Background: an optimization exercise with open tools, aiming at small area and a short achievable clock period. Do not read the settings as production practice. Where RTL was checked, it was by simulation tests only, not by an equivalence proof against the original.

Design Cordic_Machine, start of the top module:
module Cordic_Machine(clock_pulse, reset, x_input, y_input, z_input, x_output, y_output, z_output, flag);
Size: ~1,100 cells after synthesis, ~91 flip-flops, ~150 I/O pins.
==> module Cordic_Machine, before the edit <==
module Cordic_Machine(clock_pulse, reset, x_input, y_input, z_input, x_output, y_output, z_output, flag);
	input clock_pulse;
	input reset;  
	input signed [24:0] x_input;
	input signed [24:0] y_input;
	input signed [24:0] z_input;
	output signed [24:0] x_output;
	output signed [24:0] y_output;
	output signed [24:0] z_output;
	output flag;
	reg signed [24:0] x, y, z;
	reg [4:0] k;
	reg [4:0] kx, kyn;
	wire [4:0] ky = ~kyn;
	reg load;  
	wire [31:0] kdec = 32'd1 << k;
	wire [24:0] atan;
	assign atan[0] = |(kdec & 32'h000a2ff0);
	assign atan[1] = |(kdec & 32'h00051794);
	assign atan[2] = |(kdec & 32'h00028bec);
	assign atan[3] = |(kdec & 32'h000145c4);
	assign atan[4] = |(kdec & 32'h0000a2e0);
	assign atan[5] = |(kdec & 32'h00005160);
	assign atan[6] = |(kdec & 32'h000028bc);
	assign atan[7] = |(kdec & 32'h00001454);
	assign atan[8] = |(kdec & 32'h00000a22);
	assign atan[9] = |(kdec & 32'h00000514);
	assign atan[10] = |(kdec & 32'h0000028c);
	assign atan[11] = |(kdec & 32'h00000146);
	assign atan[12] = |(kdec & 32'h000000a6);
	assign atan[13] = |(kdec & 32'h00000056);
	assign atan[14] = |(kdec & 32'h0000002c);
	assign atan[15] = |(kdec & 32'h00000012);
	assign atan[16] = |(kdec & 32'h00000008);
	assign atan[17] = |(kdec & 32'h00000004);
	assign atan[18] = |(kdec & 32'h00000002);
	assign atan[19] = |(kdec & 32'h00000001);
	assign atan[20] = 1'b0;
	assign atan[21] = 1'b0;
	assign atan[22] = 1'b0;
	assign atan[23] = 1'b0;
	assign atan[24] = 1'b0;
	wire neg = z[24];
	wire [24:0] mx = {25{neg}};    
	wire [24:0] my = {25{~neg}};   
	wire [24:0] xi = x ^ mx;
	wire [24:0] yi = y ^ my;
	wire fx = mx[0] ^ (x[24] & ~load);
	wire fy = my[0] ^ (y[24] & ~load);
	wire signed [25:0] xe = {fx, xi};
	wire signed [25:0] ye = {fy, yi};
	wire signed [25:0] xsh = xe >>> kx;
	wire signed [25:0] ysh = ye >>> ky;
	wire [24:0] xa = load ? x_input : x;
	wire [24:0] ya = load ? y_input : y;
	wire [24:0] za = load ? z_input : z;
	wire [24:0] xn, yn, zn;
	bk_add25 ax (.a(xa), .b(ysh[24:0]), .ci(~neg), .s(xn));
	bk_add25 ay (.a(ya), .b(xsh[24:0]), .ci(neg), .s(yn));
	bk_add25 az (.a(za), .b(atan ^ {25{~neg}}), .ci(~neg), .s(zn));
	always @(posedge clock_pulse) begin
		if (reset) begin
			k <= 5'd31;
			kx <= 5'd31;
			kyn <= 5'd0;
			load <= 1'b1;
		end else begin
			k <= (k == 5'd20) ? 5'd31 : k + 5'd1;
			kx <= (kx == 5'd20) ? 5'd31 : kx + 5'd1;
			kyn <= (kyn == 5'd11) ? 5'd0 : kyn - 5'd1;
			load <= (k == 5'd20);
		end
		x <= xn;
		y <= yn;
		z <= zn;
	end
	assign flag = (k == 5'd20);
	assign x_output = x;
	assign y_output = y;
	assign z_output = z;
endmodule
==> flow/config.mk <==
export PLATFORM = sky130hd
export DESIGN_NAME = Cordic_Machine
export DESIGN_NICKNAME = Cordic_Machine
export VERILOG_FILES = /design/flow/design.v
export SDC_FILE = /design/flow/constraint.sdc
export NUM_CORES = 4
export LEC_CHECK = 0
export CAP_MARGIN = 20
export CORE_MARGIN = 2
export CORE_UTILIZATION = 60
export SETUP_SLACK_MARGIN = 2.0
export SLEW_MARGIN = 20
==> flow/constraint.sdc <==
create_clock -name core_clock -period 6.0 [get_ports {clock_pulse}]
set_input_delay 1.2000 -clock core_clock [delete_from_list [all_inputs] [get_ports {clock_pulse}]]
set_output_delay 1.2000 -clock core_clock [all_outputs]
set_load 0.01 [all_outputs]
standard.sh (not shown) runs the stock make flow with config.mk's settings and CLKGATE_MAP_FILE= SYNTH_SCRIPT=/design/flow/synth_recipe.tcl, a recipe that flattens the netlist after the stock synthesis.
==> flow/flow/run.sh <==
#!/bin/bash
# Standard layout, with the port buffers made of the smallest buffer cell.
export BUFFER_PORTS_ARGS="-buffer_cell sky130_fd_sc_hd__buf_1"
export CTS_ARGS="-sink_clustering_enable -repair_clock_nets -buf_list {sky130_fd_sc_hd__clkbuf_4 sky130_fd_sc_hd__clkbuf_8} -dont_use_dummy_load"
bash standard.sh > standard.log 2>&1
Change:
--- a/flow/design.v
+++ b/flow/design.v
@@ -9,10 +9,10 @@
 	output signed [24:0] y_output;
 	output signed [24:0] z_output;
 	output flag;
 	reg signed [24:0] x, y, z;
-	reg [4:0] k;
-	reg [4:0] kx, kyn;
+	reg [4:0] k, kyn;
+	wire [4:0] kx = k;
 	wire [4:0] ky = ~kyn;
 	reg load;  
 	wire [31:0] kdec = 32'd1 << k;
 	wire [24:0] atan;
@@ -41,34 +41,36 @@
 	assign atan[22] = 1'b0;
 	assign atan[23] = 1'b0;
 	assign atan[24] = 1'b0;
 	wire neg = z[24];
-	wire [24:0] mx = {25{neg}};    
-	wire [24:0] my = {25{~neg}};   
-	wire [24:0] xi = x ^ mx;
-	wire [24:0] yi = y ^ my;
-	wire fx = mx[0] ^ (x[24] & ~load);
-	wire fy = my[0] ^ (y[24] & ~load);
+	wire mz = ~neg | load;
+	reg cx, cy;                    
+	wire [24:0] xi = x ^ {25{cx}};
+	wire [24:0] yi = y ^ {25{cy}};
+	wire fx = cx ^ (x[24] & ~load);
+	wire fy = cy ^ (y[24] & ~load);
 	wire signed [25:0] xe = {fx, xi};
 	wire signed [25:0] ye = {fy, yi};
 	wire signed [25:0] xsh = xe >>> kx;
 	wire signed [25:0] ysh = ye >>> ky;
 	wire [24:0] xa = load ? x_input : x;
 	wire [24:0] ya = load ? y_input : y;
 	wire [24:0] za = load ? z_input : z;
 	wire [24:0] xn, yn, zn;
-	bk_add25 ax (.a(xa), .b(ysh[24:0]), .ci(~neg), .s(xn));
-	bk_add25 ay (.a(ya), .b(xsh[24:0]), .ci(neg), .s(yn));
-	bk_add25 az (.a(za), .b(atan ^ {25{~neg}}), .ci(~neg), .s(zn));
+	bk_add25 ax (.a(xa), .b(ysh[24:0]), .ci(cy), .s(xn));
+	bk_add25 ay (.a(ya), .b(xsh[24:0]), .ci(cx), .s(yn));
+	bk_add25 az (.a(za), .b(atan ^ {25{mz}}), .ci(mz), .s(zn));
 	always @(posedge clock_pulse) begin
 		if (reset) begin
 			k <= 5'd31;
-			kx <= 5'd31;
 			kyn <= 5'd0;
 			load <= 1'b1;
+			cx <= 1'b0;
+			cy <= 1'b0;
 		end else begin
+			cx <= zn[24] & (k != 5'd20);
+			cy <= ~zn[24] & (k != 5'd20);
 			k <= (k == 5'd20) ? 5'd31 : k + 5'd1;
-			kx <= (kx == 5'd20) ? 5'd31 : kx + 5'd1;
 			kyn <= (kyn == 5'd11) ? 5'd0 : kyn - 5'd1;
 			load <= (k == 5'd20);
 		end
 		x <= xn;
What happened: The new run passed the timing, DRC and antenna checks; sequential cell count goes down by 3; maximum frequency goes up by 4.3%; via count goes down by about 2.3%; sequential share of layout area goes down by 0.24 points; final area goes down by 1.9%; synthesized area goes down by about 0.35%; synthesized cell count goes up by 0.62%; global-route usage goes up by 0.58 points; critical path depth goes down by 1; wire length goes down by about 1.6%; die area goes down by about 0.35%.
For the second run of this note, only the layout was checked, not whether the RTL still works.


The RTL this note starts from:
==> flow/design.v <==
`timescale 1ns / 1ps
module Cordic_Machine(clock_pulse, reset, x_input, y_input, z_input, x_output, y_output, z_output, flag);
	input clock_pulse;
	input reset;  
	input signed [24:0] x_input;
	input signed [24:0] y_input;
	input signed [24:0] z_input;
	output signed [24:0] x_output;
	output signed [24:0] y_output;
	output signed [24:0] z_output;
	output flag;
	reg signed [24:0] x, y, z;
	reg [4:0] k, kyn;
	wire [4:0] kx = k;
	wire [4:0] ky = ~kyn;
	reg load;  
	wire [31:0] kdec = 32'd1 << k;
	wire [24:0] atan;
	assign atan[0] = |(kdec & 32'h000a2ff0);
	assign atan[1] = |(kdec & 32'h00051794);
	assign atan[2] = |(kdec & 32'h00028bec);
	assign atan[3] = |(kdec & 32'h000145c4);
	assign atan[4] = |(kdec & 32'h0000a2e0);
	assign atan[5] = |(kdec & 32'h00005160);
	assign atan[6] = |(kdec & 32'h000028bc);
	assign atan[7] = |(kdec & 32'h00001454);
	assign atan[8] = |(kdec & 32'h00000a22);
	assign atan[9] = |(kdec & 32'h00000514);
	assign atan[10] = |(kdec & 32'h0000028c);
	assign atan[11] = |(kdec & 32'h00000146);
	assign atan[12] = |(kdec & 32'h000000a6);
	assign atan[13] = |(kdec & 32'h00000056);
	assign atan[14] = |(kdec & 32'h0000002c);
	assign atan[15] = |(kdec & 32'h00000012);
	assign atan[16] = |(kdec & 32'h00000008);
	assign atan[17] = |(kdec & 32'h00000004);
	assign atan[18] = |(kdec & 32'h00000002);
	assign atan[19] = |(kdec & 32'h00000001);
	assign atan[20] = 1'b0;
	assign atan[21] = 1'b0;
	assign atan[22] = 1'b0;
	assign atan[23] = 1'b0;
	assign atan[24] = 1'b0;
	wire neg = z[24];
	wire mz = ~neg | load;
	reg cx, cy;                    
	wire [24:0] xi = x ^ {25{cx}};
	wire [24:0] yi = y ^ {25{cy}};
	wire fx = cx ^ (x[24] & ~load);
	wire fy = cy ^ (y[24] & ~load);
	wire signed [25:0] xe = {fx, xi};
	wire signed [25:0] ye = {fy, yi};
	wire signed [25:0] xsh = xe >>> kx;
	wire signed [25:0] ysh = ye >>> ky;
	wire [24:0] xa = load ? x_input : x;
	wire [24:0] ya = load ? y_input : y;
	wire [24:0] za = load ? z_input : z;
	wire [24:0] xn, yn, zn;
	bk_add25 ax (.a(xa), .b(ysh[24:0]), .ci(cy), .s(xn));
	bk_add25 ay (.a(ya), .b(xsh[24:0]), .ci(cx), .s(yn));
	bk_add25 az (.a(za), .b(atan ^ {25{mz}}), .ci(mz), .s(zn));
	always @(posedge clock_pulse) begin
		if (reset) begin
			k <= 5'd31;
			kyn <= 5'd0;
			load <= 1'b1;
			cx <= 1'b0;
			cy <= 1'b0;
		end else begin
			cx <= zn[24] & (k != 5'd20);
			cy <= ~zn[24] & (k != 5'd20);
			k <= (k == 5'd20) ? 5'd31 : k + 5'd1;
			kyn <= (kyn == 5'd11) ? 5'd0 : kyn - 5'd1;
			load <= (k == 5'd20);
		end
		x <= xn;
		y <= yn;
		z <= zn;
	end
	assign flag = (k == 5'd20);
	assign x_output = x;
	assign y_output = y;
	assign z_output = z;
endmodule
module bk_add25(a, b, ci, s);
	input [24:0] a, b;
	input ci;
	output [24:0] s;
	wire [25:0] g0 = {a & b, ci};
	wire [25:0] p0 = {a ^ b, 1'b0};
	wire g_0_1 = g0[1] | (p0[1] & g0[0]);
	wire p_0_1 = p0[1] & p0[0];
	wire g_0_3 = g0[3] | (p0[3] & g0[2]);
	wire p_0_3 = p0[3] & p0[2];
	wire g_0_5 = g0[5] | (p0[5] & g0[4]);
	wire p_0_5 = p0[5] & p0[4];
	wire g_0_7 = g0[7] | (p0[7] & g0[6]);
	wire p_0_7 = p0[7] & p0[6];
	wire g_0_9 = g0[9] | (p0[9] & g0[8]);
	wire p_0_9 = p0[9] & p0[8];
	wire g_0_11 = g0[11] | (p0[11] & g0[10]);
	wire p_0_11 = p0[11] & p0[10];
	wire g_0_13 = g0[13] | (p0[13] & g0[12]);
	wire p_0_13 = p0[13] & p0[12];
	wire g_0_15 = g0[15] | (p0[15] & g0[14]);
	wire p_0_15 = p0[15] & p0[14];
	wire g_0_17 = g0[17] | (p0[17] & g0[16]);
	wire p_0_17 = p0[17] & p0[16];
	wire g_0_19 = g0[19] | (p0[19] & g0[18]);
	wire p_0_19 = p0[19] & p0[18];
	wire g_0_21 = g0[21] | (p0[21] & g0[20]);
	wire p_0_21 = p0[21] & p0[20];
	wire g_0_23 = g0[23] | (p0[23] & g0[22]);
	wire p_0_23 = p0[23] & p0[22];
	wire g_0_25 = g0[25] | (p0[25] & g0[24]);
	wire p_0_25 = p0[25] & p0[24];
	wire g_1_2 = g0[2] | (p0[2] & g_0_1);
	wire p_1_2 = p0[2] & p_0_1;
	wire g_1_3 = g_0_3 | (p_0_3 & g_0_1);
	wire p_1_3 = p_0_3 & p_0_1;
	wire g_1_6 = g0[6] | (p0[6] & g_0_5);
	wire p_1_6 = p0[6] & p_0_5;
	wire g_1_7 = g_0_7 | (p_0_7 & g_0_5);
	wire p_1_7 = p_0_7 & p_0_5;
	wire g_1_10 = g0[10] | (p0[10] & g_0_9);
	wire p_1_10 = p0[10] & p_0_9;
	wire g_1_11 = g_0_11 | (p_0_11 & g_0_9);
	wire p_1_11 = p_0_11 & p_0_9;
	wire g_1_14 = g0[14] | (p0[14] & g_0_13);
	wire p_1_14 = p0[14] & p_0_13;
	wire g_1_15 = g_0_15 | (p_0_15 & g_0_13);
	wire p_1_15 = p_0_15 & p_0_13;
	wire g_1_18 = g0[18] | (p0[18] & g_0_17);
	wire p_1_18 = p0[18] & p_0_17;
	wire g_1_19 = g_0_19 | (p_0_19 & g_0_17);
	wire p_1_19 = p_0_19 & p_0_17;
	wire g_1_22 = g0[22] | (p0[22] & g_0_21);
	wire p_1_22 = p0[22] & p_0_21;
	wire g_1_23 = g_0_23 | (p_0_23 & g_0_21);
	wire p_1_23 = p_0_23 & p_0_21;
	wire g_2_4 = g0[4] | (p0[4] & g_1_3);
	wire p_2_4 = p0[4] & p_1_3;
	wire g_2_5 = g_0_5 | (p_0_5 & g_1_3);
	wire p_2_5 = p_0_5 & p_1_3;
	wire g_2_6 = g_1_6 | (p_1_6 & g_1_3);
	wire p_2_6 = p_1_6 & p_1_3;
	wire g_2_7 = g_1_7 | (p_1_7 & g_1_3);
	wire p_2_7 = p_1_7 & p_1_3;
	wire g_2_12 = g0[12] | (p0[12] & g_1_11);
	wire p_2_12 = p0[12] & p_1_11;
	wire g_2_13 = g_0_13 | (p_0_13 & g_1_11);
	wire p_2_13 = p_0_13 & p_1_11;
	wire g_2_14 = g_1_14 | (p_1_14 & g_1_11);
	wire p_2_14 = p_1_14 & p_1_11;
	wire g_2_15 = g_1_15 | (p_1_15 & g_1_11);
	wire p_2_15 = p_1_15 & p_1_11;
	wire g_2_20 = g0[20] | (p0[20] & g_1_19);
	wire p_2_20 = p0[20] & p_1_19;
	wire g_2_21 = g_0_21 | (p_0_21 & g_1_19);
	wire p_2_21 = p_0_21 & p_1_19;
	wire g_2_22 = g_1_22 | (p_1_22 & g_1_19);
	wire p_2_22 = p_1_22 & p_1_19;
	wire g_2_23 = g_1_23 | (p_1_23 & g_1_19);
	wire p_2_23 = p_1_23 & p_1_19;
	wire g_3_8 = g0[8] | (p0[8] & g_2_7);
	wire p_3_8 = p0[8] & p_2_7;
	wire g_3_9 = g_0_9 | (p_0_9 & g_2_7);
	wire p_3_9 = p_0_9 & p_2_7;
	wire g_3_10 = g_1_10 | (p_1_10 & g_2_7);
	wire p_3_10 = p_1_10 & p_2_7;
	wire g_3_11 = g_1_11 | (p_1_11 & g_2_7);
	wire p_3_11 = p_1_11 & p_2_7;
	wire g_3_12 = g_2_12 | (p_2_12 & g_2_7);
	wire p_3_12 = p_2_12 & p_2_7;
	wire g_3_13 = g_2_13 | (p_2_13 & g_2_7);
	wire p_3_13 = p_2_13 & p_2_7;
	wire g_3_14 = g_2_14 | (p_2_14 & g_2_7);
	wire p_3_14 = p_2_14 & p_2_7;
	wire g_3_15 = g_2_15 | (p_2_15 & g_2_7);
	wire p_3_15 = p_2_15 & p_2_7;
	wire g_3_24 = g0[24] | (p0[24] & g_2_23);
	wire p_3_24 = p0[24] & p_2_23;
	wire g_3_25 = g_0_25 | (p_0_25 & g_2_23);
	wire p_3_25 = p_0_25 & p_2_23;
	wire g_4_16 = g0[16] | (p0[16] & g_3_15);
	wire p_4_16 = p0[16] & p_3_15;
	wire g_4_17 = g_0_17 | (p_0_17 & g_3_15);
	wire p_4_17 = p_0_17 & p_3_15;
	wire g_4_18 = g_1_18 | (p_1_18 & g_3_15);
	wire p_4_18 = p_1_18 & p_3_15;
	wire g_4_19 = g_1_19 | (p_1_19 & g_3_15);
	wire p_4_19 = p_1_19 & p_3_15;
	wire g_4_20 = g_2_20 | (p_2_20 & g_3_15);
	wire p_4_20 = p_2_20 & p_3_15;
	wire g_4_21 = g_2_21 | (p_2_21 & g_3_15);
	wire p_4_21 = p_2_21 & p_3_15;
	wire g_4_22 = g_2_22 | (p_2_22 & g_3_15);
	wire p_4_22 = p_2_22 & p_3_15;
	wire g_4_23 = g_2_23 | (p_2_23 & g_3_15);
	wire p_4_23 = p_2_23 & p_3_15;
	wire g_4_24 = g_3_24 | (p_3_24 & g_3_15);
	wire p_4_24 = p_3_24 & p_3_15;
	wire g_4_25 = g_3_25 | (p_3_25 & g_3_15);
	wire p_4_25 = p_3_25 & p_3_15;
	assign s = p0[25:1] ^ {g_4_24, g_4_23, g_4_22, g_4_21, g_4_20, g_4_19, g_4_18, g_4_17, g_4_16, g_3_15, g_3_14, g_3_13, g_3_12, g_3_11, g_3_10, g_3_9, g_3_8, g_2_7, g_2_6, g_2_5, g_2_4, g_1_3, g_1_2, g_0_1, g0[0]};
endmodule
export LEC_CHECK = 0
export CAP_MARGIN = 20
export CORE_MARGIN = 2
export CORE_UTILIZATION = 60
export SETUP_SLACK_MARGIN = 1.75
export SLEW_MARGIN = 20
create_clock -name core_clock -period 6.0 [get_ports {clock_pulse}]
Scripts as last shown in full above: flow/flow/run.sh
Edit:
--- a/flow/design.v
+++ b/flow/design.v
@@ -41,9 +41,7 @@
 	assign atan[22] = 1'b0;
 	assign atan[23] = 1'b0;
 	assign atan[24] = 1'b0;
-	wire neg = z[24];
-	wire mz = ~neg | load;
-	reg cx, cy;                    
+	reg cx, cy;    
 	wire [24:0] xi = x ^ {25{cx}};
 	wire [24:0] yi = y ^ {25{cy}};
 	wire fx = cx ^ (x[24] & ~load);
@@ -58,7 +56,7 @@
 	wire [24:0] xn, yn, zn;
 	bk_add25 ax (.a(xa), .b(ysh[24:0]), .ci(cy), .s(xn));
 	bk_add25 ay (.a(ya), .b(xsh[24:0]), .ci(cx), .s(yn));
-	bk_add25 az (.a(za), .b(atan ^ {25{mz}}), .ci(mz), .s(zn));
+	bk_add25 az (.a(za), .b(atan ^ {25{cy}}), .ci(cy), .s(zn));
 	always @(posedge clock_pulse) begin
 		if (reset) begin
 			k <= 5'd31;
Outcome:
- The new run completed with no timing, DRC or antenna violations
- worst setup slack loses 0.25 ns
- die area is lower by 0.75%
- wire length is higher by about 0.36%
- global-route usage is lower by 0.45 points
- final area is higher by 4.0%
- worst hold slack gains 0.17 ns
- clock-buffer cell count stays the same
- non-clock buffer count is higher by 16
No run of this note included a check of the RTL's function; only the layout flow was run.

afterwards: timing with drivers on the ports:
The flow's constraints put no driver on any port. The routed layouts listed below were extracted and timed again, unchanged, in two steps. Step 1 sets driving cells, clkbuf_16 on the clock port and buf_2 on the other inputs (assumed; they add their load-dependent delay and slew). Step 2 moves the port delays by t, midway between the first and last clock arrival at a register: inputs arrive t later, outputs are due t later. That takes back most of the time a late clock gives input paths. a / b / c = ideal / step 1 / step 2; a / b = the first two.
run | shift t [ns] | setup WS [ns] | slew at the worst register clock pin (ns) | worst slew at a driven data input, ns | pins driven straight from the clock port
the first run of note 1 | 0.420 | 1.900 / 1.900 / 1.900 | 0.10 / 0.10 | 0.04 | 1
the second run of note 1 | 0.417 | 2.071 / 2.071 / 2.071 | 0.10 / 0.10 | 0.03 | 1
the first run of note 2 | 0.408 | 1.927 / 1.927 / 1.927 | 0.09 / 0.09 | 0.03 | 1
the second run of note 2 | 0.419 | 1.681 / 1.681 / 1.681 | 0.10 / 0.10 | 0.04 | 1
After both steps setup and hold are still met in every run listed.
